From an optimization exercise on the open Yosys and OpenROAD flow, aimed at small area; shortcuts taken in it are not production practice. In this exercise RTL edits were held to simulation tests only and were not proved equivalent to the original. No activity file was given, so power comes from the tool's default toggle rates.

--- design/flow/flow/run.sh ---
#!/bin/bash
# Layout flow: the standard synthesis; then its combinational logic re-mapped
# for area by ABC in six runs with different seeds (flow/reopt.sh; the
# flip-flops stay the cells and names the standard synthesis gave them, and
# each result is proven equal to the standard netlist); the smallest proven
# netlist replaces the standard one; then the standard flow from floorplan
# to finish, with a leaner clock tree. Each tool writes its full output to a log of its own here.
set -uo pipefail
R=orfs/results/$FLOW_PLATFORM/rally_de1/base
bash standard.sh synth > 1_standard_synth.log 2>&1 || exit 1
cp $R/1_2_yosys.v std_synth.v
for s in 1 2 3 4 5 6; do
  mkdir -p reopt_$s
  sed "s/@T@/${REOPT_SECONDS:-3000}/; s/@S@/$s/" flow/area.abc.in > reopt_$s/area.abc
  ( cd reopt_$s && bash ../flow/reopt.sh ../std_synth.v reopt.v area.abc > reopt.log 2>&1 ) &
done
wait
best=""; best_area=""
for s in 1 2 3 4 5 6; do
  a=$(tail -1 reopt_$s/reopt.log)
  if grep -q SUCCESS reopt_$s/reopt_eq_yosys.log 2>/dev/null && [[ $a =~ ^[0-9.]+$ ]]; then
    if [[ -z $best ]] || awk "BEGIN{exit !($a < $best_area)}"; then best=$s; best_area=$a; fi
  fi
done
echo "best re-mapping: ${best:-none} ${best_area}" > 1_reopt_choice.log
if [[ -n $best ]]; then
  cp reopt_$best/reopt.v $R/1_2_yosys.v
  rm -f $R/1_synth.odb $R/1_synth.sdc
fi
# Clock tree: no dummy loads, clkbuf_8 buffers. Port buffers: buf_1.
bash standard.sh CTS_ARGS="-sink_clustering_enable -repair_clock_nets -dont_use_dummy_load -buf_list sky130_fd_sc_hd__clkbuf_8" BUFFER_PORTS_ARGS="-buffer_cell sky130_fd_sc_hd__buf_1" finish > 2_standard_finish.log 2>&1
--- design/flow/flow/area.abc.in ---
strash
&get -n; &st; &deepsyn -T @T@ -S @S@; &put
strash; dch -f
amap -F 20 -A 20 -C 5000
topo; dnsize
--- design/flow/flow/cut.py ---
# cut.py IN OUT: turn every flip-flop instance into cut points: Q from an input
# port ffq_<n>, D (and DE) to output ports ffd_<n>/ffe_<n>; n from the instance name.
import re, sys
s = re.sub(r'\(\*.*?\*\)', '', open(sys.argv[1]).read())
pat = re.compile(r'\s*sky130_fd_sc_hd__(e?dfxtp_\d)\s+(\S+)\s*\((.*?)\);', re.S)
ports = []; assigns = []
def key(n):
    return re.sub(r'[^A-Za-z0-9]', '_', n)
def rep(m):
    name = key(m.group(2)); pins = dict(re.findall(r'\.(\w+)\(\s*(.*?)\s*\)', m.group(3), re.S))
    ports.append(('input', 'ffq_' + name)); assigns.append('assign %s = ffq_%s ;' % (pins['Q'], name))
    ports.append(('output', 'ffd_' + name)); assigns.append('assign ffd_%s = %s ;' % (name, pins['D']))
    if 'DE' in pins:
        ports.append(('output', 'ffe_' + name)); assigns.append('assign ffe_%s = %s ;' % (name, pins['DE']))
    return '\n'
s = pat.sub(rep, s)
m = re.search(r'module\s+(\w+)\s*\((.*?)\);', s, re.S)
plist = m.group(2) + ''.join(', ' + p for _, p in ports)
decl = ''.join('  %s %s;\n' % (d, p) for d, p in ports)
s = s[:m.start()] + 'module %s(%s);\n' % (m.group(1), plist) + decl + s[m.end():]
s = s.replace('endmodule', '\n'.join(assigns) + '\nendmodule', 1)
open(sys.argv[2], 'w').write(s)
--- design/flow/flow/dont_use.txt ---
buf_12
buf_16
buf_4
buf_6
buf_8
bufbuf_16
bufbuf_8
bufinv_16
bufinv_8
clkbuf_1
clkbuf_16
clkbuf_2
clkbuf_4
clkbuf_8
clkdlybuf4s15_1
clkdlybuf4s15_2
clkdlybuf4s18_1
clkdlybuf4s18_2
clkdlybuf4s25_1
clkdlybuf4s25_2
clkdlybuf4s50_1
clkdlybuf4s50_2
clkinv_16
conb_1
decap_12
decap_3
decap_4
decap_6
decap_8
dfbbn_1
dfbbn_2
dfbbp_1
dfrbp_1
dfrbp_2
dfrtn_1
dfrtp_1
dfrtp_2
dfrtp_4
dfsbp_1
dfsbp_2
dfstp_1
dfstp_2
dfstp_4
dfxbp_1
dfxbp_2
dfxtp_1
dfxtp_2
dfxtp_4
diode_2
dlclkp_1
dlclkp_2
dlclkp_4
dlrbn_1
dlrbn_2
dlrbp_1
dlrbp_2
dlrtn_1
dlrtn_2
dlrtn_4
dlrtp_1
dlrtp_2
dlrtp_4
dlxbn_1
dlxbn_2
dlxbp_1
dlxtn_1
dlxtn_2
dlxtn_4
dlxtp_1
dlygate4sd1_1
dlygate4sd2_1
dlygate4sd3_1
dlymetal6s2s_1
dlymetal6s4s_1
dlymetal6s6s_1
ebufn_1
ebufn_2
ebufn_4
ebufn_8
edfxbp_1
edfxtp_1
einvn_0
einvn_1
einvn_2
einvn_4
einvn_8
einvp_1
einvp_2
einvp_4
einvp_8
inv_12
inv_16
lpflow_bleeder_1
lpflow_clkbufkapwr_1
lpflow_clkbufkapwr_16
lpflow_clkbufkapwr_2
lpflow_clkbufkapwr_4
lpflow_clkbufkapwr_8
lpflow_clkinvkapwr_1
lpflow_clkinvkapwr_16
lpflow_clkinvkapwr_2
lpflow_clkinvkapwr_4
lpflow_clkinvkapwr_8
lpflow_decapkapwr_12
lpflow_decapkapwr_3
lpflow_decapkapwr_4
lpflow_decapkapwr_6
lpflow_decapkapwr_8
lpflow_inputiso0n_1
lpflow_inputiso0p_1
lpflow_inputiso1n_1
lpflow_inputiso1p_1
lpflow_inputisolatch_1
lpflow_isobufsrc_1
lpflow_isobufsrc_16
lpflow_isobufsrc_2
lpflow_isobufsrc_4
lpflow_isobufsrc_8
lpflow_isobufsrckapwr_16
lpflow_lsbuf_lh_hl_isowell_tap_1
lpflow_lsbuf_lh_hl_isowell_tap_2
lpflow_lsbuf_lh_hl_isowell_tap_4
lpflow_lsbuf_lh_isowell_4
lpflow_lsbuf_lh_isowell_tap_1
lpflow_lsbuf_lh_isowell_tap_2
lpflow_lsbuf_lh_isowell_tap_4
macro_sparecell
probe_p_8
probec_p_8
sdfbbn_1
sdfbbn_2
sdfbbp_1
sdfrbp_1
sdfrbp_2
sdfrtn_1
sdfrtp_1
sdfrtp_2
sdfrtp_4
sdfsbp_1
sdfsbp_2
sdfstp_1
sdfstp_2
sdfstp_4
sdfxbp_1
sdfxbp_2
sdfxtp_1
sdfxtp_2
sdfxtp_4
sdlclkp_1
sdlclkp_2
sdlclkp_4
sedfxbp_1
sedfxbp_2
sedfxtp_1
sedfxtp_2
sedfxtp_4
--- design/flow/flow/reopt.sh ---
#!/bin/bash
# reopt.sh IN.v OUT.v SCRIPT.abc: re-map the combinational cells of the netlist
# IN.v with the ABC script SCRIPT.abc, keeping every flip-flop instance as it is,
# then prove the new netlist's logic between the flip-flops equal to IN.v's with
# a SAT miter (flip-flops cut into ports by cut.py) and check that the
# flip-flop instances and cell types are unchanged. Exits non-zero on failure.
# Runs in the current folder; prints the new netlist's cell area last.
set -euo pipefail
IN=$1; OUT=$2; SCRIPT=$3
LIB=$FLOW_HOME/platforms/sky130hd/lib/sky130_fd_sc_hd__tt_025C_1v80.lib
D=$(cd "$(dirname "$0")" && pwd)
FFS=$(grep -o 'sky130_fd_sc_hd__[a-z]*df[a-z]*_[0-9]*' "$IN" | sort -u | tr '\n' ' ')
DONT=$(sed 's/^/-dont_use sky130_fd_sc_hd__/' "$D/dont_use.txt" | tr '\n' ' ')
cat > reopt.ys <<EOS
read_liberty -ignore_miss_func $LIB
read_verilog $IN
hierarchy -top rally_de1
blackbox $FFS
flatten -noscopeinfo
opt -full
abc -liberty $LIB -script $SCRIPT $DONT
opt_clean -purge
hilomap -singleton -hicell sky130_fd_sc_hd__conb_1 HI -locell sky130_fd_sc_hd__conb_1 LO
stat -liberty $LIB
write_verilog -noattr -noexpr $OUT
EOS
yosys -l reopt_yosys.log -q reopt.ys > /dev/null
python3 "$D/cut.py" "$IN" reopt_gold_cut.v
python3 "$D/cut.py" "$OUT" reopt_gate_cut.v
cat > reopt_eq.ys <<EOS
read_liberty -ignore_miss_func $LIB
read_verilog reopt_gold_cut.v
rename rally_de1 gold
read_verilog reopt_gate_cut.v
rename rally_de1 gate
flatten
miter -equiv -flatten -make_assert gold gate miter
hierarchy -top miter
sat -verify -prove-asserts
EOS
yosys -l reopt_eq_yosys.log -q reopt_eq.ys > /dev/null
grep -q "SUCCESS" reopt_eq_yosys.log
diff <(grep -o 'sky130_fd_sc_hd__[a-z]*df[a-z]*_[0-9]* *[^ ]*' "$IN" | sort) \
     <(grep -o 'sky130_fd_sc_hd__[a-z]*df[a-z]*_[0-9]* *[^ ]*' "$OUT" | sort)
grep 'Chip area' reopt_yosys.log | awk '{print $NF}'
--- design/flow/standard.sh ---
#!/bin/bash
# synth_recipe.tcl (not shown) runs the flow's synth.tcl, then flattens the netlist and writes it again
# the make line also repeats each setting of config.mk as NAME=value (left out here)
make -C /OpenROAD-flow-scripts/flow DESIGN_CONFIG=/design/flow/config.mk WORK_HOME=/design/flow/orfs CLKGATE_MAP_FILE= SYNTH_SCRIPT=/design/flow/synth_recipe.tcl "${@:-finish}"
--- design/flow/config.mk ---
export PLATFORM = sky130hd
export DESIGN_NAME = rally_de1
export DESIGN_NICKNAME = rally_de1
export VERILOG_FILES = /design/flow/design.v
export SDC_FILE = /design/flow/constraint.sdc
export NUM_CORES = 4
export LEC_CHECK = 0
export CAP_MARGIN = 20
export CORE_MARGIN = 2
export CORE_UTILIZATION = 40
export GPL_TIMING_DRIVEN = 0
export SLEW_MARGIN = 20
--- design/flow/constraint.sdc ---
create_clock -name core_clock -period 20.0 [get_ports {CLOCK_50}]
set_input_delay 4.0000 -clock core_clock [delete_from_list [all_inputs] [get_ports {CLOCK_50}]]
set_output_delay 4.0000 -clock core_clock [all_outputs]
set_load 0.01 [all_outputs]
--- design/flow/design.v ---
module map (
    input [1:0] L,
    input [4:0] gx,
    input [3:0] gy,
    output is_wall
);
    assign is_wall = (~gx[4] & ~gx[3] & ~gx[2] & ~gx[1] & ~gx[0]) | (~gy[3] & ~gy[2] & ~gy[1] & ~gy[0]) | (L[1] & ~L[0] & ~gx[4] & ~gx[3] & gy[3] & ~gy[2] & ~gy[1] & gy[0]) | (gx[4] & gx[1] & gx[0]) | (L[1] & L[0] & ~gx[4] & ~gx[3] & ~gx[2] & ~gx[1] & gy[3] & gy[1]) | (L[1] & L[0] & ~gx[3] & ~gx[2] & ~gx[1] & gy[3] & gy[2]) | (gy[3] & gy[2] & gy[1]) | (L[1] & L[0] & gx[2] & gx[0] & ~gy[3] & ~gy[2] & ~gy[1]) | (L[1] & L[0] & ~gx[3] & gx[2] & gx[0] & ~gy[3] & ~gy[0]) | (L[1] & L[0] & gx[2] & gx[1] & ~gy[3] & ~gy[2] & ~gy[1]) | (L[1] & L[0] & ~gx[3] & gx[2] & gx[1] & ~gx[0] & gy[3] & gy[1]) | (L[1] & ~L[0] & gx[3] & ~gy[3] & gy[2] & ~gy[1] & gy[0]) | (L[0] & gx[3] & ~gx[2] & gx[1] & ~gx[0] & ~gy[3] & gy[2]) | (L[1] & L[0] & gx[3] & gx[2] & ~gy[2] & ~gy[1] & gy[0]) | (L[1] & L[0] & gx[3] & gx[2] & ~gx[1] & gx[0] & gy[3] & gy[1]) | (gx[3] & gx[2] & gx[1] & gx[0] & gy[3] & gy[2]) | (L[1] & L[0] & gx[4] & ~gy[3] & ~gy[2] & ~gy[1]) | (gx[4] & gy[3] & gy[2]) | (L[1] & L[0] & gx[3] & gx[2] & ~gy[3] & gy[1] & gy[0]) | (L[1] & L[0] & ~gx[3] & gx[2] & ~gx[0] & gy[2] & ~gy[0]) | (L[1] & L[0] & ~gx[3] & ~gx[2] & gx[1] & gx[0] & ~gy[0]) | (L[1] & L[0] & ~gx[3] & gx[2] & ~gy[2] & ~gy[1] & ~gy[0]) | (L[1] & L[0] & gx[3] & ~gx[2] & gy[3] & gy[2] & ~gy[0]) | (~L[1] & L[0] & gx[3] & ~gx[2] & gx[1] & ~gx[0] & gy[3] & ~gy[2]) | (L[1] & L[0] & gx[4] & ~gx[1] & ~gx[0] & ~gy[3] & gy[0]) | (L[1] & ~gx[3] & gx[2] & gx[1] & gx[0] & gy[3] & ~gy[2] & ~gy[0]) | (L[1] & L[0] & gx[3] & gx[2] & ~gx[1] & ~gx[0] & ~gy[3] & gy[2]) | (L[1] & L[0] & ~gx[1] & gx[0] & gy[3] & gy[2] & ~gy[0]) | (L[1] & L[0] & gx[3] & gx[2] & gx[1] & ~gy[3] & gy[0]) | (L[0] & gx[3] & ~gx[2] & gx[1] & ~gx[0] & ~gy[3] & gy[1] & gy[0]) | (L[1] & L[0] & ~gx[4] & ~gx[3] & gx[1] & ~gy[3] & ~gy[2] & ~gy[0]) | (L[1] & L[0] & gx[3] & gx[1] & gy[3] & ~gy[2] & ~gy[1] & gy[0]) | (L[1] & ~L[0] & ~gx[3] & gx[2] & gx[1] & gx[0] & gy[2] & gy[1]) | (L[1] & L[0] & gx[4] & ~gx[1] & ~gx[0] & ~gy[1] & gy[0]) | (L[0] & gx[3] & ~gx[2] & gx[1] & ~gx[0] & ~gy[2] & ~gy[1] & ~gy[0]) | (L[1] & ~L[0] & ~gx[3] & gx[2] & gx[1] & gx[0] & gy[3] & gy[1]) | (L[1] & L[0] & ~gx[3] & ~gx[2] & gx[1] & gx[0] & gy[3] & ~gy[2] & ~gy[1]) | (L[1] & ~L[0] & gx[2] & gx[1] & gx[0] & ~gy[3] & gy[2] & ~gy[1] & gy[0]);
endmodule
module collision (
    input [1:0] L,
    input [4:0] gx,
    input [3:0] gq,
    output bu, bd, bl, br
);
    wire [3:0] gy = gq + 4'd1;
    wire ws, wu, wd, wl, wr;
    map self_cell  (.L(L), .gx(gx),        .gy(gy),         .is_wall(ws));
    map up_cell    (.L(L), .gx(gx),        .gy(gq),         .is_wall(wu));
    map down_cell  (.L(L), .gx(gx),        .gy(gq + 4'd2),  .is_wall(wd));
    map left_cell  (.L(L), .gx(gx - 5'd1), .gy(gy),         .is_wall(wl));
    map right_cell (.L(L), .gx(gx + 5'd1), .gy(gy),         .is_wall(wr));
    assign bu = ws | wu;
    assign bd = ws | wd;
    assign bl = ws | wl;
    assign br = ws | wr;
endmodule
module rally_de1 (
    input CLOCK_50,
    input reset,
    input [3:0] KEY,
    input [9:0] SW,
    output VGA_CLK,
    output VGA_HS,
    output VGA_VS,
    output VGA_BLANK_N,
    output VGA_SYNC_N,
    output [7:0] VGA_R,
    output [7:0] VGA_G,
    output [7:0] VGA_B
);
    wire clk = CLOCK_50;
    reg vga_clk;
    reg [9:0] xPixel, yPixel;
    always @(posedge clk) begin
        if (reset) begin
            vga_clk <= 1'b0;
            xPixel <= 10'd0;
            yPixel <= 10'd0;
        end else begin
            vga_clk <= ~vga_clk;
            if (!vga_clk) begin
                if (xPixel[9] & xPixel[8] & (&xPixel[4:0])) begin
                    xPixel <= 10'd0;
                    yPixel <= (yPixel[9] & yPixel[3] & yPixel[2]) ? 10'd0 : yPixel + 10'd1;
                end else
                    xPixel <= xPixel + 10'd1;
            end
        end
    end
    wire active = (xPixel <= 10'd639) && (yPixel <= 10'd479);
    assign VGA_CLK = vga_clk;
    assign VGA_HS = ~((xPixel >= 10'd655) && (xPixel < 10'd751));
    assign VGA_VS = ~((yPixel >= 10'd489) && (yPixel < 10'd491));
    assign VGA_BLANK_N = active;
    assign VGA_SYNC_N = 1'b1;
    localparam S_IDLE = 2'b00, S_PLAY = 2'b01, S_WIN = 2'b10, S_LOSE = 2'b11;
    reg [1:0] S;
    wire any_sw = SW[0] | SW[1] | SW[2];
    wire [1:0] L = {~SW[0] & (SW[1] | SW[2]), SW[0] | (~SW[1] & SW[2])};
    wire play = (S == S_PLAY);
    wire all_flags;
    wire time_out;
    always @(posedge clk) begin
        if (reset) S <= S_IDLE;
        else if (!any_sw) S <= S_IDLE;
        else if (S == S_IDLE) S <= S_PLAY;
        else if (play) begin
            if (all_flags) S <= S_WIN;
            else if (time_out) S <= S_LOSE;
        end
    end
    reg [2:0] req_dir, cur_dir;
    reg [8:0] move_lfsr;      
    reg [4:0] pgx;
    reg [3:0] pgq;
    reg [4:0] off;
    wire [9:0] px = {pgx, cur_dir[1] ? 5'd0 : off};    
    wire [8:0] pq = {pgq, cur_dir[1] ? off : 5'd0};    
    always @(posedge clk) begin
        if (!play) req_dir <= 3'b000;
        else if (!KEY[3]) req_dir <= 3'b111;
        else if (!KEY[2]) req_dir <= 3'b110;
        else if (!KEY[1]) req_dir <= 3'b101;
        else if (!KEY[0]) req_dir <= 3'b100;
    end
    wire move_tick = move_lfsr == 9'h043;
    wire aligned = off == 5'd0;
    wire bu, bd, bl, br;
    collision col (.L(L), .gx(pgx), .gq(pgq), .bu(bu), .bd(bd), .bl(bl), .br(br));
    function blocked(input [2:0] d, input u, input dn, input l, input r);
        blocked = d[1] ? (d[0] ? u : dn) : (d[0] ? l : r);
    endfunction
    wire go_req = req_dir[2] & ~blocked(req_dir, bu, bd, bl, br);
    wire go_cur = cur_dir[2] & ~blocked(cur_dir, bu, bd, bl, br);
    wire [2:0] sd = (aligned & go_req) ? req_dir : cur_dir;
    wire step = move_tick & (~aligned | go_req | go_cur);
    wire wrap = sd[0] ? (off == 5'd0) : (off == 5'd31);
    always @(posedge clk) begin
        if (!play) begin
            move_lfsr <= 9'd0;
            cur_dir <= 3'b000;
            pgx <= 5'd5;
            pgq <= 4'd6;
            off <= 5'd0;
        end else begin
            move_lfsr <= move_tick ? 9'd0 : {move_lfsr[7:0], ~(move_lfsr[8] ^ move_lfsr[4])};
            if (move_tick & aligned) begin
                if (go_req) cur_dir <= req_dir;
                else if (!go_cur) cur_dir[2] <= 1'b0;
            end
            if (step) begin
                off <= sd[0] ? off - 5'd1 : off + 5'd1;
                if (wrap & ~sd[1]) pgx <= sd[0] ? pgx - 5'd1 : pgx + 5'd1;
                if (wrap & sd[1]) pgq <= sd[0] ? pgq - 4'd1 : pgq + 4'd1;
            end
        end
    end
    reg [3:0] collected;
    always @(posedge clk) begin
        if (!play) collected <= 4'b0000;
        else case (L)
            2'd1: begin
                if (pgx == 5'd18 && pgq == 4'd10) collected[0] <= 1'b1;
                if (pgx == 5'd7  && pgq == 4'd1)  collected[1] <= 1'b1;
            end
            2'd2: begin
                if (pgx == 5'd18 && pgq == 4'd0)  collected[0] <= 1'b1;
                if (pgx == 5'd2  && pgq == 4'd10) collected[1] <= 1'b1;
                if (pgx == 5'd9  && pgq == 4'd7)  collected[2] <= 1'b1;
            end
            2'd3: begin
                if (pgx == 5'd2  && pgq == 4'd0)  collected[0] <= 1'b1;
                if (pgx == 5'd5  && pgq == 4'd10) collected[1] <= 1'b1;
                if (pgx == 5'd18 && pgq == 4'd10) collected[2] <= 1'b1;
                if (pgx == 5'd13 && pgq == 4'd5)  collected[3] <= 1'b1;
            end
            default: ;
        endcase
    end
    assign all_flags = (L == 2'd1) ? (collected[0] & collected[1]) :
                       (L == 2'd2) ? (collected[0] & collected[1] & collected[2]) :
                       (L == 2'd3) ? (&collected) : 1'b0;
    reg [13:0] tick_lfsr;     
    reg [6:0] fuel16;         
    wire fuel_tick = tick_lfsr == 14'h3ff3;
    wire fuel_empty = fuel16 == 7'd16;
    always @(posedge clk) begin
        if (!play) begin
            tick_lfsr <= 14'd0;
            fuel16 <= 7'd112;
        end else begin
            tick_lfsr <= fuel_tick ? 14'd0 :
                {tick_lfsr[12:0], ~(tick_lfsr[13] ^ tick_lfsr[4] ^ tick_lfsr[2] ^ tick_lfsr[0])};
            if (fuel_tick) fuel16 <= fuel16 - 7'd1;
        end
    end
    assign time_out = fuel_empty & tick_lfsr[0];
    wire [9:0] x = xPixel, y = yPixel;
    wire [4:0] gx = x[9:5];
    wire [3:0] gy = y[8:5];
    wire [4:0] lx = x[4:0], ly = y[4:0];
    reg title;
    always @(*) begin
        title = 1'b0;
        if (y >= 215 && y <= 265) begin
            if ((x >= 145 && x <= 150) || (x >= 145 && x <= 175 && y <= 220) ||
                (x >= 145 && x <= 175 && y >= 235 && y <= 240) || (x >= 170 && x <= 175 && y <= 240) ||
                (x >= 165 && x <= 170 && y >= 240 && x >= 160)) title = 1'b1;
            if ((x >= 185 && x <= 190) || (x >= 210 && x <= 215) ||
                (x >= 185 && x <= 215 && y <= 220) || (x >= 185 && x <= 215 && y >= 235 && y <= 240)) title = 1'b1;
            if ((x >= 225 && x <= 230) || (x >= 225 && x <= 255 && y >= 260)) title = 1'b1;
            if ((x >= 265 && x <= 270) || (x >= 265 && x <= 295 && y >= 260)) title = 1'b1;
            if ((x >= 305 && x <= 310 && y <= 240) || (x >= 330 && x <= 335 && y <= 240) ||
                (x >= 305 && x <= 335 && y >= 235 && y <= 240) || (x >= 317 && x <= 322 && y >= 240)) title = 1'b1;
            if (x >= 345 && x <= 375 && y >= 260) title = 1'b1;
            if ((x >= 385 && x <= 390) || (x >= 410 && x <= 415 && y >= 220 && y <= 260) ||
                (x >= 385 && x <= 410 && y <= 220) || (x >= 385 && x <= 410 && y >= 260)) title = 1'b1;
            if ((x >= 425 && x <= 430) || (x >= 425 && x <= 455 && y <= 220) ||
                (x >= 425 && x <= 450 && y >= 235 && y <= 240) || (x >= 425 && x <= 455 && y >= 260)) title = 1'b1;
            if ((x >= 477 && x <= 482) || (x >= 470 && x <= 482 && y <= 220) ||
                (x >= 465 && x <= 495 && y >= 260)) title = 1'b1;
        end
    end
    wire gauge = x[9] & (y >= 10'd416);
    wire [6:0] fx = x[6:0];
    wire [5:0] fr = {~y[5], y[4:0]};
    wire bar = (fr >= 6'd32 && fr <= 6'd52) && fx >= 7'd16 && fx < fuel16;
    wire red_tick = (fr >= 6'd26 && fr <= 6'd30) &&
        ((fx >= 16 && fx <= 18) || (fx >= 63 && fx <= 65) || (fx >= 110 && fx <= 112));
    wire yel_tick = (fr >= 6'd28 && fr <= 6'd30) &&
        ((fx >= 28 && fx <= 30) || (fx >= 40 && fx <= 42) || (fx >= 52 && fx <= 54) ||
         (fx >= 76 && fx <= 78) || (fx >= 88 && fx <= 90) || (fx >= 100 && fx <= 102));
    reg fuel_txt;
    always @(*) begin
        fuel_txt = 1'b0;
        if (fr >= 6'd4 && fr <= 6'd19) begin
            if ((fx >= 35 && fx <= 37) || (fx >= 35 && fx <= 45 && fr <= 6) ||
                (fx >= 35 && fx <= 43 && fr >= 10 && fr <= 12)) fuel_txt = 1'b1;
            if ((fx >= 50 && fx <= 52) || (fx >= 58 && fx <= 60) ||
                (fx >= 50 && fx <= 60 && fr >= 17)) fuel_txt = 1'b1;
            if ((fx >= 68 && fx <= 70) || (fx >= 68 && fx <= 78 && (fr <= 6 || fr >= 17)) ||
                (fx >= 68 && fx <= 76 && fr >= 10 && fr <= 12)) fuel_txt = 1'b1;
            if ((fx >= 83 && fx <= 85) || (fx >= 83 && fx <= 93 && fr >= 17)) fuel_txt = 1'b1;
        end
    end
    wire [9:0] dx = x - px;
    wire [9:0] dy = y - {1'b0, pq};
    wire player = (dx[9:5] == 5'd0) && (dy[9:5] == 5'd1);
    wire pix_wall;
    map mp (.L(L), .gx(gx), .gy(gy), .is_wall(pix_wall));
    wire vc_1_18_11 = gx == 5'd18 && gy == 4'd11;
    wire vc_7_2     = gx == 5'd7  && gy == 4'd2;
    wire vc_18_1    = gx == 5'd18 && gy == 4'd1;
    wire vc_2_11    = gx == 5'd2  && gy == 4'd11;
    wire vc_9_8     = gx == 5'd9  && gy == 4'd8;
    wire vc_2_1     = gx == 5'd2  && gy == 4'd1;
    wire vc_5_11    = gx == 5'd5  && gy == 4'd11;
    wire vc_13_6    = gx == 5'd13 && gy == 4'd6;
    reg flag_cell;
    always @(*) begin
        case (L)
            2'd1: flag_cell = (vc_1_18_11 & ~collected[0]) | (vc_7_2 & ~collected[1]);
            2'd2: flag_cell = (vc_18_1 & ~collected[0]) | (vc_2_11 & ~collected[1]) | (vc_9_8 & ~collected[2]);
            2'd3: flag_cell = (vc_2_1 & ~collected[0]) | (vc_5_11 & ~collected[1]) |
                              (vc_1_18_11 & ~collected[2]) | (vc_13_6 & ~collected[3]);
            default: flag_cell = 1'b0;
        endcase
    end
    wire flag_shape = ((lx >= 5 && lx <= 7) && (ly >= 4 && ly <= 28)) ||
                      (lx > 7 && ly >= 4 && ly <= 16 && ({1'b0, lx} + {1'b0, ly} <= 6'd30));
    wire flag_pix = flag_cell & flag_shape;
    localparam C_BLACK = 3'd0, C_PURPLE = 3'd1, C_WHITE = 3'd2, C_RED = 3'd3,
               C_YELLOW = 3'd4, C_GRAY = 3'd5, C_LGREEN = 3'd6, C_GREEN = 3'd7;
    reg [2:0] c;
    always @(*) begin
        if (!active) c = C_BLACK;
        else case (S)
            S_IDLE: c = title ? C_WHITE : C_PURPLE;
            S_PLAY: begin
                if (gauge) begin
                    if (bar) c = C_YELLOW;
                    else if (red_tick) c = C_RED;
                    else if (yel_tick) c = C_YELLOW;
                    else if (fuel_txt) c = C_LGREEN;
                    else c = C_BLACK;
                end
                else if (player) c = C_PURPLE;
                else if (pix_wall) c = (gx[0] ^ gy[0]) ? C_WHITE : C_RED;
                else if (flag_pix) c = C_YELLOW;
                else c = C_GRAY;
            end
            S_WIN: c = C_GREEN;
            default: c = C_RED;
        endcase
    end
    reg [23:0] rgb;
    always @(*) begin
        case (c)
            C_BLACK:  rgb = 24'h000000;
            C_PURPLE: rgb = 24'h7F00FE;
            C_WHITE:  rgb = 24'hFFFFFF;
            C_RED:    rgb = 24'hFF0000;
            C_YELLOW: rgb = 24'hFFFF00;
            C_GRAY:   rgb = 24'h404040;
            C_LGREEN: rgb = 24'h40FF40;
            default:  rgb = 24'h00FF00;
        endcase
    end
    assign {VGA_R, VGA_G, VGA_B} = rgb;
endmodule
==> results of run 1 <==
[placed cells by master, fill, tap and decap left out, types with 3 or more instances in the layout]
cell and n:
a211oi_1 17, a21oi_1 51, a221oi_1 11, a222oi_1 3, a22oi_1 14, a31oi_1 23, and3_1 9, buf_1 36
clkbuf_8 9, clkinv_1 116, dfxtp_1 77, nand2_1 34, nand3_1 14, nand4_1 9, nor2_1 137, nor2b_1 5
nor3_1 31, nor4_1 10, o2111ai_1 10, o211ai_1 13, o21a_1 22, o21ai_0 63, o221a_1 4, o221ai_1 14
o22ai_1 26, o32a_1 3, o32ai_1 4, or2_0 4, or3_1 4, or4_1 3
[sequential cells by signal (all words and copies together) (netlist names)]
name and cells:
yPixel 10, req_dir 3, S 2, fuel16 7, xPixel 10, cur_dir 3
move_lfsr 9, collected 4, pgq 4, vga_clk 1, pgx 5, off 5
tick_lfsr 14
[how the worst max path moves through the flow]
stage | startpoint | to | slack (ns)
after floorplan | SW[2] | VGA_R[0] | 7.45
after global placement | SW[0] | VGA_R[3] | 6.68
after detailed placement | SW[0] | VGA_R[4] | 7.30
after CTS | SW[0] | VGA_R[4] | 7.30
after global routing | SW[0] | VGA_R[5] | 6.75
final | SW[0] | VGA_R[4] | 7.24
[worst max-delay path, cell delays in order]
cell,delay (ns)
buf_1,0.22
nor3_2,0.76
clkinv_1,0.60
o311ai_0,0.90
o2111ai_1,0.29
o22ai_1,0.23
nor2_1,0.05
nor2_1,0.16
a21oi_1,0.11
nor2_1,0.38
nand2_1,0.13
o21ai_0,0.11
o21ai_0,0.15
o22ai_1,0.20
or2_0,0.28
buf_1,0.18
[area by class of cell]
class,count,area (um2),share of cell area
Clock buffer,9,124,0.0220
Inverter,116,435,0.0774
Multi-Input combinational cell,561,3170,0.563
Sequential cell,77,1540,0.274
Tap cell,172,215,0.0383
Timing Repair Buffer,37,140,0.0249
[layer usage]
layer	vias up	track usage	share of wire
met5	-	0	0
met4	0	0.112	0.031
met3	53	0.0458	0.076
met2	312	0.470	0.46
met1	2877	0.375	0.43
li1	2926	-	-
[per-stage QoR]
stage / cells / cell area (um2)
after global placement: 962 / 5480
after CTS: 972 / 5620
after floorplan: 754 / 5130
after global routing: 972 / 5620
final: 972 / 5620
after detailed placement: 963 / 5500
[power by group through the flow]
stage	sequential [mW]	combinational [mW]	clock [mW]
after floorplan	0.161	0.0135	0
after global placement	0.161	0.0208	0
after detailed placement	0.162	0.0213	0
after CTS	0.158	0.0214	0.0940
after global routing	0.158	0.0245	0.0992
final	0.158	0.0216	0.0911
==> impl_metrics.ini, run 1 <==
[yosys]
avgSynthCellArea_um2 = 6.80
syn_area_mm2 = 0.00513
syn_nets = 770
ys_warn_count = 1
synthCells = 754

[layout]
diodes = 0
nNetsFinal = 818
final_util = 0.447
drive_above_1_share = 0.0163
n_fill_cell = 1372
syn2layout_area_growth_pct = 9.64

[route]
drt_iter0_markers = 683
totalWireLength_um = 18900
routedWlPerCell_um = 19.5
viasPerCell = 6.35
vias = 6168
drc_errors = 0
final_antenna_net_count = 0
dr.pass1.iters = 7

[worst_setup_path]
r2r-start = pgx[0]
startpoint_type = input pin
worstRegToRegCells = 21
path_class = in2out
worst_setup_path_end_kind = output pin
arrival_ns = 8.76
worst-path-max-fanout = 10
rr_endpoint = pgq[3]
r2r_setup_slack_ns = 13.96
cp.required_ns = 16.00

[sta]
worst_slack_ns = 7.24
max_freq_mhz = 78.4
fin_skew_ns = 0.0328
slew_violations = 0
hold_violations = 0
setup_viol = 0
tns_ns = 0
grt_setup_unrepaired = no
final.period_utilization = 0.638
worst_pin_slew_ns = 0.911
whs_ns = 0.426
max_slew_margin = 0.389
period_minus_slack_ns = 12.76

[pwr]
p_seq_frac = 0.584
p_int_mw = 0.202
p_switching_mw = 0.0691
p_sw_frac = 0.255
p_leak_nw = 1.70
combinationalPowerShare = 0.080
p_clk_frac = 0.336
power_density_mw_per_mm2 = 48.2
total_power_mw = 0.271
peakVddDrop_v = 0.0000348

[placed_design]
dp_slack_ns = 7.30
dp_hpwl_um = 13700
place_congestion = 0.918
port_buffers = 36

[min_path]
whs_path_depth = 2
min_to = move_lfsr[4]
hp-class = reg2reg
hold_start = move_lfsr[3]

[status]
outcome = no timing/DRC/antenna violations

[grt]
grt_usage = 0.286
grt_pass1_vias = 5681
grt_overflow_total = 0
grt_max_degree = 29
grt_antenna_before_repair = 0
grt_pass1_wl_um = 30500

[cts]
clk_pin_slew_ns = 0.10
cts_buffers = 9
cts.repair.resized = 0
post_cts.repair.setup_buffers = 0
clk_latency_ns = 0.36
cts_buffer_depth = 2
tritoncts = done
cts_sinks = 77
ctsHoldBuffers = 0
root_buffer = clkbuf_8
ctsHtreeMaxLevel = 3

[die]
num_rows = 41
die_area_mm2 = 0.0137
start_util = 0.408
design.core.area_mm2 = 0.0126
die_h_um = 117
die_w_um = 117
pin_count = 45

[job]
maxCapViolCount = 0
==> run 2: changes to the inputs <==
--- a/design/flow/design.v
+++ b/design/flow/design.v
@@ -12,17 +12,10 @@
     input [3:0] gq,
     output bu, bd, bl, br
 );
-    wire [3:0] gy = gq + 4'd1;
-    wire ws, wu, wd, wl, wr;
-    map self_cell  (.L(L), .gx(gx),        .gy(gy),         .is_wall(ws));
-    map up_cell    (.L(L), .gx(gx),        .gy(gq),         .is_wall(wu));
-    map down_cell  (.L(L), .gx(gx),        .gy(gq + 4'd2),  .is_wall(wd));
-    map left_cell  (.L(L), .gx(gx - 5'd1), .gy(gy),         .is_wall(wl));
-    map right_cell (.L(L), .gx(gx + 5'd1), .gy(gy),         .is_wall(wr));
-    assign bu = ws | wu;
-    assign bd = ws | wd;
-    assign bl = ws | wl;
-    assign br = ws | wr;
+    assign bu = (~gq[3] & ~gq[2] & ~gq[1] & ~gq[0]) | (gx[3] & gx[2] & gx[1] & gx[0] & gq[3] & gq[1] & gq[0]) | (gx[3] & gx[2] & gx[1] & gx[0] & gq[3] & gq[2]) | (L[1] & L[0] & gx[4] & ~gq[3] & ~gq[2] & ~gq[1]) | (gx[4] & gq[3] & gq[1] & gq[0]) | (gx[4] & gq[3] & gq[2]) | (L[1] & L[0] & gx[2] & gx[1] & ~gq[3]) | (~L[0] & gx[3] & ~gq[3] & gq[2] & ~gq[1]) | (~L[0] & ~gx[4] & ~gx[3] & gq[3] & ~gq[2] & ~gq[1]) | (L[1] & L[0] & ~gx[3] & ~gx[2] & gx[1] & gx[0]) | (L[1] & L[0] & gx[3] & gx[2] & ~gq[2] & ~gq[1]) | (L[1] & L[0] & ~gx[3] & gx[2] & ~gx[1] & gq[2]) | (L[1] & L[0] & gx[3] & gx[2] & ~gq[3] & gq[1]) | (L[0] & gx[3] & ~gx[2] & gx[1] & ~gx[0] & ~gq[3] & gq[1]) | (L[1] & L[0] & gx[4] & ~gx[1] & ~gx[0] & ~gq[3]) | (L[1] & L[0] & gx[3] & ~gx[2] & gx[1] & gq[3] & ~gq[1]) | (L[1] & L[0] & ~gx[3] & gx[2] & gx[1] & ~gx[0]) | (L[1] & ~gx[3] & gx[2] & gx[1] & gx[0] & ~gq[3] & gq[2]) | (L[1] & L[0] & ~gx[1] & gx[0] & gq[3] & gq[1] & gq[0]) | (gx[3] & ~gx[2] & gx[1] & ~gx[0] & ~gq[3] & gq[2] & ~gq[1]) | (~L[1] & gx[3] & ~gx[2] & gx[1] & ~gx[0] & gq[3] & ~gq[2]) | (L[1] & ~gx[3] & gx[2] & ~gq[2] & ~gq[1] & ~gq[0]) | (L[1] & L[0] & ~gx[1] & gx[0] & gq[3] & gq[2]) | (L[1] & L[0] & gx[2] & gx[0] & ~gq[3] & ~gq[2]) | (L[1] & L[0] & gx[3] & ~gx[2] & gq[3] & gq[1] & gq[0]) | (L[1] & L[0] & gx[2] & ~gx[0] & ~gq[3] & gq[2]) | (L[1] & L[0] & gx[4] & ~gx[1] & ~gx[0] & ~gq[1]) | (~L[0] & ~gx[3] & gx[2] & gx[1] & gx[0] & gq[3] & ~gq[2]) | (L[1] & L[0] & ~gx[3] & ~gx[1] & ~gx[0] & gq[1] & gq[0]) | (L[1] & L[0] & gx[2] & gx[1] & ~gq[2] & ~gq[1]) | (L[1] & L[0] & ~gx[2] & ~gx[1] & gq[3] & gq[2]) | (L[1] & L[0] & gx[3] & gx[2] & ~gx[1] & gx[0] & ~gq[2]) | (L[1] & L[0] & ~gx[3] & gx[1] & gx[0] & ~gq[2] & ~gq[0]) | (L[1] & L[0] & ~gx[3] & gx[1] & ~gq[3] & ~gq[2] & ~gq[1]) | (L[1] & L[0] & ~gx[4] & ~gx[3] & gx[1] & ~gq[3] & ~gq[2] & ~gq[0]) | (L[1] & ~gx[4] & ~gx[3] & ~gx[2] & gx[0] & gq[3] & ~gq[1] & gq[0]) | (L[1] & L[0] & ~gx[4] & ~gx[3] & ~gx[2] & gx[0] & gq[3] & gq[1]);
+    assign bd = (~L[0] & ~gx[4] & ~gx[3] & gq[2] & gq[1] & gq[0]) | (gq[3] & gq[2]) | (~L[0] & ~gx[4] & ~gx[3] & gq[3] & ~gq[1] & ~gq[0]) | (~L[0] & gx[3] & ~gq[3] & ~gq[2] & gq[1] & gq[0]) | (~L[0] & gx[3] & gq[2] & ~gq[1] & ~gq[0]) | (gx[3] & gx[2] & gx[1] & gx[0] & gq[3] & gq[1]) | (L[1] & L[0] & gx[4] & ~gq[3] & ~gq[2] & ~gq[1] & ~gq[0]) | (gx[4] & gq[3] & gq[1]) | (L[1] & L[0] & gx[2] & gx[1] & ~gq[3]) | (L[1] & L[0] & ~gx[3] & ~gx[2] & gx[1] & gx[0]) | (L[1] & L[0] & ~gx[3] & gx[2] & ~gx[1] & gq[1]) | (L[1] & L[0] & gx[3] & gx[2] & ~gx[0] & ~gq[3]) | (L[0] & gx[3] & ~gx[2] & gx[1] & ~gx[0] & gq[2]) | (L[1] & L[0] & gx[3] & ~gx[2] & gq[3] & gq[1]) | (L[1] & L[0] & gx[4] & ~gx[1] & ~gx[0] & ~gq[3]) | (L[1] & L[0] & gx[3] & gx[2] & gx[0] & ~gq[2] & ~gq[0]) | (L[1] & L[0] & gx[2] & gq[2] & gq[0]) | (L[1] & L[0] & ~gx[3] & gx[2] & gx[1] & ~gq[1]) | (L[0] & gx[3] & ~gx[2] & gx[1] & ~gx[0] & ~gq[3] & gq[1]) | (L[1] & L[0] & ~gx[4] & ~gx[3] & ~gx[2] & gx[0] & gq[3]) | (L[1] & ~gx[3] & gx[2] & gx[1] & gx[0] & gq[2]) | (L[1] & L[0] & ~gx[3] & gx[2] & gx[0] & ~gq[3]) | (L[1] & L[0] & gx[3] & gx[1] & gq[3] & ~gq[1] & ~gq[0]) | (L[1] & L[0] & ~gx[3] & gx[2] & ~gx[0] & gq[1]) | (L[1] & L[0] & gx[3] & gx[2] & ~gx[1] & gx[0] & gq[3]) | (~L[1] & gx[3] & ~gx[2] & gx[1] & ~gx[0] & gq[3] & ~gq[1]) | (L[0] & gx[3] & ~gx[2] & gx[1] & ~gx[0] & ~gq[3] & gq[0]) | (L[1] & L[0] & ~gx[4] & ~gx[3] & gx[1] & ~gq[3] & ~gq[2] & ~gq[1]) | (L[1] & L[0] & gx[2] & ~gx[0] & gq[2]) | (L[1] & L[0] & gx[2] & gq[2] & gq[1]) | (L[1] & L[0] & gx[4] & ~gx[1] & ~gx[0] & ~gq[0]) | (L[0] & gx[3] & ~gx[2] & gx[1] & ~gx[0] & gq[1] & ~gq[0]) | (L[1] & L[0] & gx[3] & gx[2] & gq[3] & ~gq[1] & ~gq[0]) | (~L[0] & gx[2] & gx[1] & gx[0] & gq[3] & gq[1] & ~gq[0]) | (L[1] & L[0] & gx[1] & gx[0] & gq[2] & gq[1] & gq[0]) | (~L[0] & ~gx[3] & gx[2] & gx[1] & gx[0] & gq[3] & ~gq[1]) | (L[1] & L[0] & gx[3] & gx[2] & ~gq[3] & ~gq[1] & gq[0]) | (~L[0] & gx[2] & gx[1] & gx[0] & ~gq[3] & ~gq[2] & gq[1] & gq[0]);
+    assign bl = (~gx[4] & ~gx[3] & ~gx[2] & ~gx[1]) | (~L[0] & ~gx[4] & ~gx[3] & gq[3] & ~gq[2] & ~gq[1] & ~gq[0]) | (L[1] & L[0] & ~gx[3] & ~gx[2] & ~gx[0] & gq[3] & gq[2]) | (L[1] & L[0] & gq[3] & gq[1] & gq[0]) | (gx[3] & gx[2] & gx[1] & gx[0] & gq[3] & gq[1] & gq[0]) | (gx[3] & gx[2] & gx[1] & gx[0] & gq[3] & gq[2]) | (L[1] & L[0] & gx[4] & ~gq[3] & ~gq[2] & ~gq[1] & ~gq[0]) | (gx[4] & gq[3] & gq[1] & gq[0]) | (gx[4] & gq[3] & gq[2]) | (L[1] & L[0] & ~gx[3] & gx[2] & ~gq[3] & gq[0]) | (L[0] & gx[3] & ~gx[2] & gx[1] & ~gq[3] & gq[2]) | (L[1] & L[0] & gx[3] & gx[2] & ~gq[3] & ~gq[0]) | (~L[0] & gx[3] & ~gq[3] & gq[2] & ~gq[1] & ~gq[0]) | (L[0] & gx[3] & ~gx[2] & gx[1] & ~gq[3] & gq[1]) | (L[1] & L[0] & ~gx[3] & gx[1] & gx[0] & gq[0]) | (L[1] & L[0] & gx[4] & ~gx[1] & ~gq[3] & ~gq[0]) | (L[1] & L[0] & gx[3] & ~gx[2] & ~gx[1] & ~gx[0] & gq[0]) | (~L[1] & gx[3] & ~gx[2] & gx[1] & gq[3] & ~gq[2] & ~gq[0]) | (~L[0] & ~gx[3] & gx[2] & gx[1] & gx[0] & ~gq[3] & gq[2]) | (L[1] & L[0] & gx[3] & gx[2] & ~gq[2] & ~gq[1] & ~gq[0]) | (L[1] & L[0] & ~gx[4] & ~gx[3] & ~gx[0] & ~gq[2] & ~gq[1] & gq[0]) | (~L[0] & gx[3] & ~gx[2] & ~gx[1] & ~gx[0] & ~gq[3] & gq[2]) | (L[1] & L[0] & gx[4] & ~gx[1] & ~gq[1] & ~gq[0]) | (L[1] & L[0] & gx[2] & ~gx[1] & ~gq[2] & gq[1] & gq[0]) | (~L[1] & gx[3] & ~gx[2] & gx[1] & gq[3] & ~gq[2] & ~gq[1]) | (L[1] & L[0] & ~gx[3] & gx[2] & gx[1] & gq[3] & gq[1]) | (L[1] & L[0] & gx[2] & ~gx[1] & gq[2] & ~gq[1] & gq[0]) | (L[0] & gx[3] & ~gx[2] & gx[1] & gq[3] & ~gq[2] & ~gq[1] & ~gq[0]) | (L[1] & L[0] & gx[2] & gx[0] & ~gq[3] & ~gq[2] & ~gq[1] & ~gq[0]) | (~L[0] & gx[3] & ~gx[2] & ~gx[1] & ~gx[0] & gq[3] & ~gq[2] & ~gq[0]) | (L[1] & L[0] & gx[3] & gx[2] & ~gx[1] & gx[0] & gq[3] & ~gq[2]) | (L[1] & L[0] & gx[3] & gx[2] & gx[1] & ~gx[0] & gq[3] & ~gq[2]) | (L[1] & gx[4] & ~gx[1] & ~gx[0] & gq[2] & ~gq[1] & ~gq[0]) | (L[1] & ~gx[3] & gx[2] & gx[1] & gx[0] & gq[3] & gq[1] & ~gq[0]) | (~L[0] & ~gx[3] & gx[2] & gx[1] & gx[0] & gq[3] & ~gq[2] & ~gq[1]) | (L[1] & gx[3] & ~gx[2] & ~gx[1] & ~gx[0] & gq[3] & ~gq[1] & gq[0]) | (L[1] & L[0] & ~gx[4] & ~gx[3] & ~gx[2] & ~gx[0] & gq[3] & gq[1]) | (L[1] & L[0] & gx[2] & gx[1] & ~gq[3] & ~gq[2] & ~gq[1] & ~gq[0]) | (L[1] & L[0] & ~gx[3] & ~gx[2] & gx[1] & gx[0] & gq[3] & ~gq[2] & ~gq[1]) | (L[1] & L[0] & gx[2] & ~gx[1] & ~gx[0] & gq[3] & ~gq[2] & ~gq[1] & ~gq[0]) | (L[1] & L[0] & gx[3] & ~gx[1] & ~gx[0] & ~gq[3] & ~gq[2] & ~gq[1] & ~gq[0]);
+    assign br = (gx[4] & gx[1]) | (~L[0] & ~gx[4] & ~gx[3] & gq[3] & ~gq[2] & ~gq[1] & ~gq[0]) | (L[1] & L[0] & ~gx[3] & ~gx[2] & ~gx[1] & gq[3] & gq[2]) | (L[1] & L[0] & ~gx[3] & gx[1] & gq[0]) | (L[1] & L[0] & gq[3] & gq[1] & gq[0]) | (gx[3] & gx[2] & gx[1] & gq[3] & gq[1] & gq[0]) | (gx[3] & gx[2] & gx[1] & gq[3] & gq[2]) | (L[1] & L[0] & gx[4] & ~gq[3] & ~gq[2] & ~gq[1] & ~gq[0]) | (gx[4] & gq[3] & gq[1] & gq[0]) | (gx[4] & gq[3] & gq[2]) | (L[1] & L[0] & gx[3] & gx[2] & ~gq[3] & ~gq[0]) | (~L[0] & gx[3] & ~gq[3] & gq[2] & ~gq[1] & ~gq[0]) | (L[1] & L[0] & ~gx[3] & gx[2] & ~gq[3] & gq[0]) | (~L[0] & ~gx[3] & gx[2] & gx[1] & ~gq[3] & gq[2]) | (L[0] & gx[3] & ~gx[2] & gx[1] & ~gx[0] & ~gq[3] & gq[1]) | (L[0] & gx[3] & ~gx[2] & ~gx[1] & gx[0] & ~gq[3] & gq[2]) | (L[1] & L[0] & gx[3] & gx[2] & ~gx[1] & gq[3] & ~gq[2]) | (L[1] & L[0] & gx[3] & gx[1] & gx[0] & ~gq[3] & ~gq[0]) | (L[1] & L[0] & gx[2] & ~gq[3] & ~gq[2] & ~gq[1] & ~gq[0]) | (L[0] & gx[3] & ~gx[2] & ~gx[1] & gx[0] & ~gq[3] & gq[1]) | (L[0] & gx[3] & ~gx[2] & gx[1] & ~gx[0] & ~gq[3] & gq[2]) | (L[1] & L[0] & ~gx[2] & gx[1] & gq[3] & ~gq[2] & ~gq[1] & ~gq[0]) | (L[1] & L[0] & gx[4] & ~gx[0] & ~gq[3] & ~gq[0]) | (L[1] & L[0] & ~gx[4] & ~gx[3] & gx[0] & ~gq[2] & ~gq[1] & gq[0]) | (~L[0] & ~gx[3] & gx[2] & gx[1] & gq[3] & ~gq[2] & ~gq[1]) | (~L[0] & ~gx[3] & gx[2] & gx[1] & gq[3] & gq[1] & ~gq[0]) | (L[1] & L[0] & gx[3] & gx[2] & gx[1] & ~gq[1] & ~gq[0]) | (~L[1] & gx[3] & ~gx[2] & ~gx[1] & gx[0] & gq[3] & ~gq[2] & ~gq[0]) | (~L[1] & gx[3] & ~gx[2] & gx[1] & ~gx[0] & gq[3] & ~gq[2] & ~gq[1]) | (L[1] & L[0] & ~gx[4] & ~gx[3] & ~gx[1] & gx[0] & gq[3] & gq[1]) | (L[1] & L[0] & gx[4] & ~gx[0] & ~gq[1] & ~gq[0]) | (L[1] & L[0] & ~gx[2] & gx[1] & ~gq[2] & gq[1] & gq[0]) | (L[1] & L[0] & ~gx[2] & gx[1] & gq[2] & ~gq[1] & gq[0]) | (~L[1] & gx[3] & ~gx[2] & gx[1] & ~gx[0] & gq[1] & ~gq[0]) | (L[1] & L[0] & gx[2] & ~gx[1] & ~gx[0] & gq[2] & ~gq[1] & gq[0]) | (L[1] & ~gx[3] & gx[2] & gx[1] & ~gx[0] & gq[3] & gq[1] & ~gq[0]) | (L[1] & L[0] & gx[3] & gx[0] & gq[3] & ~gq[2] & ~gq[1] & ~gq[0]) | (~L[1] & gx[3] & ~gx[2] & ~gx[1] & gx[0] & gq[3] & ~gq[2] & ~gq[1]) | (L[1] & L[0] & gx[2] & ~gx[1] & ~gx[0] & ~gq[2] & gq[1] & gq[0]);
 endmodule
 module rally_de1 (
     input CLOCK_50,
@@ -49,9 +42,9 @@
         end else begin
             vga_clk <= ~vga_clk;
             if (!vga_clk) begin
-                if (xPixel[9] & xPixel[8] & (&xPixel[4:0])) begin
+                if (xPixel == 10'd799) begin
                     xPixel <= 10'd0;
-                    yPixel <= (yPixel[9] & yPixel[3] & yPixel[2]) ? 10'd0 : yPixel + 10'd1;
+                    yPixel <= (yPixel == 10'd524) ? 10'd0 : yPixel + 10'd1;
                 end else
                     xPixel <= xPixel + 10'd1;
             end
@@ -192,25 +185,24 @@
         end
     end
     wire gauge = x[9] & (y >= 10'd416);
-    wire [6:0] fx = x[6:0];
-    wire [5:0] fr = {~y[5], y[4:0]};
-    wire bar = (fr >= 6'd32 && fr <= 6'd52) && fx >= 7'd16 && fx < fuel16;
-    wire red_tick = (fr >= 6'd26 && fr <= 6'd30) &&
+    wire [6:0] fx = x[6:0];    
+    wire bar = (y >= 448 && y <= 468) && fx >= 7'd16 && fx < fuel16;
+    wire red_tick = (y >= 442 && y <= 446) &&
         ((fx >= 16 && fx <= 18) || (fx >= 63 && fx <= 65) || (fx >= 110 && fx <= 112));
-    wire yel_tick = (fr >= 6'd28 && fr <= 6'd30) &&
+    wire yel_tick = (y >= 444 && y <= 446) &&
         ((fx >= 28 && fx <= 30) || (fx >= 40 && fx <= 42) || (fx >= 52 && fx <= 54) ||
          (fx >= 76 && fx <= 78) || (fx >= 88 && fx <= 90) || (fx >= 100 && fx <= 102));
     reg fuel_txt;
     always @(*) begin
         fuel_txt = 1'b0;
-        if (fr >= 6'd4 && fr <= 6'd19) begin
-            if ((fx >= 35 && fx <= 37) || (fx >= 35 && fx <= 45 && fr <= 6) ||
-                (fx >= 35 && fx <= 43 && fr >= 10 && fr <= 12)) fuel_txt = 1'b1;
-            if ((fx >= 50 && fx <= 52) || (fx >= 58 && fx <= 60) ||
-                (fx >= 50 && fx <= 60 && fr >= 17)) fuel_txt = 1'b1;
-            if ((fx >= 68 && fx <= 70) || (fx >= 68 && fx <= 78 && (fr <= 6 || fr >= 17)) ||
-                (fx >= 68 && fx <= 76 && fr >= 10 && fr <= 12)) fuel_txt = 1'b1;
-            if ((fx >= 83 && fx <= 85) || (fx >= 83 && fx <= 93 && fr >= 17)) fuel_txt = 1'b1;
+        if (y >= 420 && y <= 435) begin
+            if ((x >= 547 && x <= 549) || (x >= 547 && x <= 557 && y <= 422) ||
+                (x >= 547 && x <= 555 && y >= 426 && y <= 428)) fuel_txt = 1'b1;
+            if ((x >= 562 && x <= 564) || (x >= 570 && x <= 572) ||
+                (x >= 562 && x <= 572 && y >= 433)) fuel_txt = 1'b1;
+            if ((x >= 580 && x <= 582) || (x >= 580 && x <= 590 && (y <= 422 || y >= 433)) ||
+                (x >= 580 && x <= 588 && y >= 426 && y <= 428)) fuel_txt = 1'b1;
+            if ((x >= 595 && x <= 597) || (x >= 595 && x <= 605 && y >= 433)) fuel_txt = 1'b1;
         end
     end
     wire [9:0] dx = x - px;
==> design/flow/flow/run.sh (replaced) <==
#!/bin/bash
# Layout flow: the standard synthesis; then its combinational logic re-mapped
# for area by ABC in four runs with different seeds (flow/reopt.sh; the
# flip-flops stay the cells and names the standard synthesis gave them, and
# each result is proven equal to the standard netlist); the smallest proven
# netlist replaces the standard one; then the standard flow from floorplan
# to finish, with a leaner clock tree. Each tool writes its full output to a log of its own here.
set -uo pipefail
R=orfs/results/$FLOW_PLATFORM/rally_de1/base
bash standard.sh synth > 1_standard_synth.log 2>&1 || exit 1
cp $R/1_2_yosys.v std_synth.v
for s in 1 2 3 4; do
  mkdir -p reopt_$s
  sed "s/@T@/${REOPT_SECONDS:-400}/; s/@S@/$s/" flow/area.abc.in > reopt_$s/area.abc
  ( cd reopt_$s && bash ../flow/reopt.sh ../std_synth.v reopt.v area.abc > reopt.log 2>&1 ) &
done
wait
best=""; best_area=""
for s in 1 2 3 4; do
  a=$(tail -1 reopt_$s/reopt.log)
  if grep -q SUCCESS reopt_$s/reopt_eq_yosys.log 2>/dev/null && [[ $a =~ ^[0-9.]+$ ]]; then
    if [[ -z $best ]] || awk "BEGIN{exit !($a < $best_area)}"; then best=$s; best_area=$a; fi
  fi
done
echo "best re-mapping: ${best:-none} ${best_area}" > 1_reopt_choice.log
if [[ -n $best ]]; then
  cp reopt_$best/reopt.v $R/1_2_yosys.v
  rm -f $R/1_synth.odb $R/1_synth.sdc
fi
# Clock tree: no dummy loads, clkbuf_8 buffers.
bash standard.sh CTS_ARGS="-sink_clustering_enable -repair_clock_nets -dont_use_dummy_load -buf_list sky130_fd_sc_hd__clkbuf_8" finish > 2_standard_finish.log 2>&1
==> run 2 against run 1 <==
  * Synthesized cell count rose by 8.6%
  * Utilization rose by 1.5 points
  * Highest routed layer unchanged
  * Clock-buffer cell count stayed put
  * Non-clock buffer count did not move
  * Register-to-register slack lost 0.56 ns
  * Global-route usage rose by 0.95 points
==> impl_metrics.ini, run 2 <==
[sta]
grt_setup_unrepaired = no
worst_pin_slew_ns = 0.922
max_slew_margin = 0.370
worst_slack_ns = 6.96
fin_skew_ns = 0.0187
setup_viol = 0
tns_ns = 0
period_minus_slack_ns = 13.04
max_freq_mhz = 76.7
final.period_utilization = 0.652
hold_violations = 0
slew_violations = 0
whs_ns = 0.427

[die]
pin_count = 45
start_util = 0.408
num_rows = 42
design.core.area_mm2 = 0.0132
die_area_mm2 = 0.0144
die_w_um = 120
die_h_um = 120

[status]
outcome = no timing/DRC/antenna violations

[pwr]
p_sw_frac = 0.274
total_power_mw = 0.286
peakVddDrop_v = 0.0000556
p_seq_frac = 0.552
p_int_mw = 0.208
combinationalPowerShare = 0.105
p_clk_frac = 0.343
p_leak_nw = 1.90
p_switching_mw = 0.0784
power_density_mw_per_mm2 = 46.9

[worst_setup_path]
worstRegToRegCells = 26
cp_slowest_stage_delay_ns = 0.66
critPathTopFamily = compound AO/OA/AOI/OAI gates
arrival_ns = 9.04
worst-path-max-fanout = 10
cp.required_ns = 16.00
startpoint_type = input pin
cp_slowest_cell = a311oi_1
rr_endpoint = pgx[4]
worst_setup_path_end_kind = output pin
worst_path_most_repeated_cell = o21ai_0
r2r_setup_slack_ns = 13.40
path_cells = clkdlybuf4s50_1 -> nor2_1 -> clkinv_1 -> o21ai_0 -> a222oi_1 -> a311oi_1 -> o21ai_0 -> o21a_1 -> o21ai_0 -> nor2_1 -> o21a_1 -> o21ai_0 -> nor2_1 -> or2_0 -> clkdlybuf4s50_1
setup.worst_path.end = VGA_R[2]
crit_start = SW[0]
path_buf_inv = 3
cp.depth = 15
path_class = in2out
r2r-start = pgq[0]

[grt]
grt_antenna_before_repair = 0
grt_pass1_wl_um = 33400
grt_overflow_total = 0
grt_max_degree = 28
grt_pass1_vias = 6264
grt_usage = 0.295

[layout]
syn2layout_area_growth_pct = 13.2
final_cell_mix = 181 x nor2_1, 114 x clkinv_1, 77 x dfxtp_1, 62 x o21ai_0, 54 x a21oi_1
regMostFlops = tick_lfsr
postLayoutCellArea_mm2 = 0.00610
nNetsFinal = 883
largest_reg_flops = 14
top_regs = tick_lfsr (14), xPixel (10), yPixel (10)
drive_above_1_share = 0.0127
diodes = 0
layout_commonest_cell = nor2_1

[placed_design]
dp_slack_ns = 7.09
place_congestion = 1.00
port_buffers = 36
placed_area_mm2 = 0.00597
dp_hpwl_um = 15200

[cts]
cts_sinks = 77
cts_buffer_depth = 2
cts.repair.resized = 0
post_cts.repair.setup_buffers = 0
clk_pin_slew_ns = 0.09
tritoncts = done
ctsHoldBuffers = 0
cts_buffers = 9
ctsHtreeMaxLevel = 3
clk_latency_ns = 0.39
root_buffer = clkbuf_8

[yosys]
syn_nets = 835
ys_warn_count = 1
syn_area_mm2 = 0.00538
synthCells = 819
avgSynthCellArea_um2 = 6.57

[route]
totalWireLength_um = 21100
drt_iter0_markers = 873
dr.pass1.iters = 9
vias = 6753
drc_errors = 0
final_antenna_net_count = 0
viasPerCell = 6.49
routedWlPerCell_um = 20.3

[job]
maxCapViolCount = 0

[min_path]
hp-class = reg2reg
run 2: changes by cell type in the layout (fill, tap and decap cells not counted), moves of 6 or more:
cell / delta
o22ai_1: +7
buf_1: -36
nor3_1: +15
clkdlybuf4s50_1: +36
o211ai_1: -7
nor2_1: +44
o21a_1: -10
o2111ai_1: -6
run 2: worst min path at each step:
stage,to,slack (ns),start,depth (start not counted)
CTS,move_lfsr[6],0.43,move_lfsr[5],2
global placement,move_lfsr[8],0.41,move_lfsr[7],2
finish,move_lfsr[3],0.43,move_lfsr[2],2
global route,move_lfsr[3],0.45,move_lfsr[2],2
floorplan,move_lfsr[6],0.40,move_lfsr[5],2
detailed placement,move_lfsr[3],0.42,move_lfsr[2],2
run 2: final cells by class:
cell class	instances	area, um2
fill	1420	7090
timing repair buffer	37	365
inverter	114	428
multi-input combinational	628	3420
clock buffer	9	124
tap	176	220
sequential	77	1540
run 2: worst min-delay path, cell delays in order, from the launching register on:
cell and delay, ns:
dfxtp_1 0.31, clkinv_1 0.05, nor2_1 0.04
run 2: power groups by stage:
stage | Sequential, mW | Combinational, mW | Clock [mW]
finish | 0.158 | 0.0301 | 0.0982
global route | 0.158 | 0.0329 | 0.107
CTS | 0.158 | 0.0300 | 0.101
detailed placement | 0.161 | 0.0297 | 0
global placement | 0.161 | 0.0297 | 0
floorplan | 0.160 | 0.0154 | 0
run 2: routing by layer:
layer  global-route usage  vias up  share of wire
li1                     -     3169              -
met1                0.407     3102           0.45
met2                0.443      412           0.42
met4                0.111        0          0.029
met3               0.0727       70           0.10
met5                    0        -              0
run 2: through the flow:
step | instances | util
finish | 1041 | 0.462
global route | 1041 | 0.462
CTS | 1041 | 0.462
detailed placement | 1032 | 0.453
global placement | 1031 | 0.452
floorplan | 819 | -

port drivers added, routing unchanged:
In the flow no input, the clock included, has a driving cell. The finished layouts below were timed again as built, in two steps.
Step 1, drivers: a clkbuf_16 drives CLOCK_50 and a buf_2 each remaining input, both assumed.
Step 2 adds t to the input delays and takes it off the output delays; t is the mean of the earliest and latest rising clock arrival at the registers after step 1. Input paths then give back, and output paths get back, about the clock's delay inside the block.
a / b / c = ideal / step 1 / step 2; a / b = the first two.
run | t, ns | setup slack, ns | hold slack, ns | pins driven straight from the clock port
run 1 | 0.384 | 7.243 / 7.223 / 7.223 | 0.426 / 0.426 / 0.426 | 1
run 2 | 0.413 | 6.957 / 6.928 / 6.928 | 0.427 / 0.427 / 0.427 | 1
After both steps every run listed still meets setup and hold. The setup slack of run 2, which loses most, moves by -0.029 ns with the drivers and by -0.029 ns with both steps.
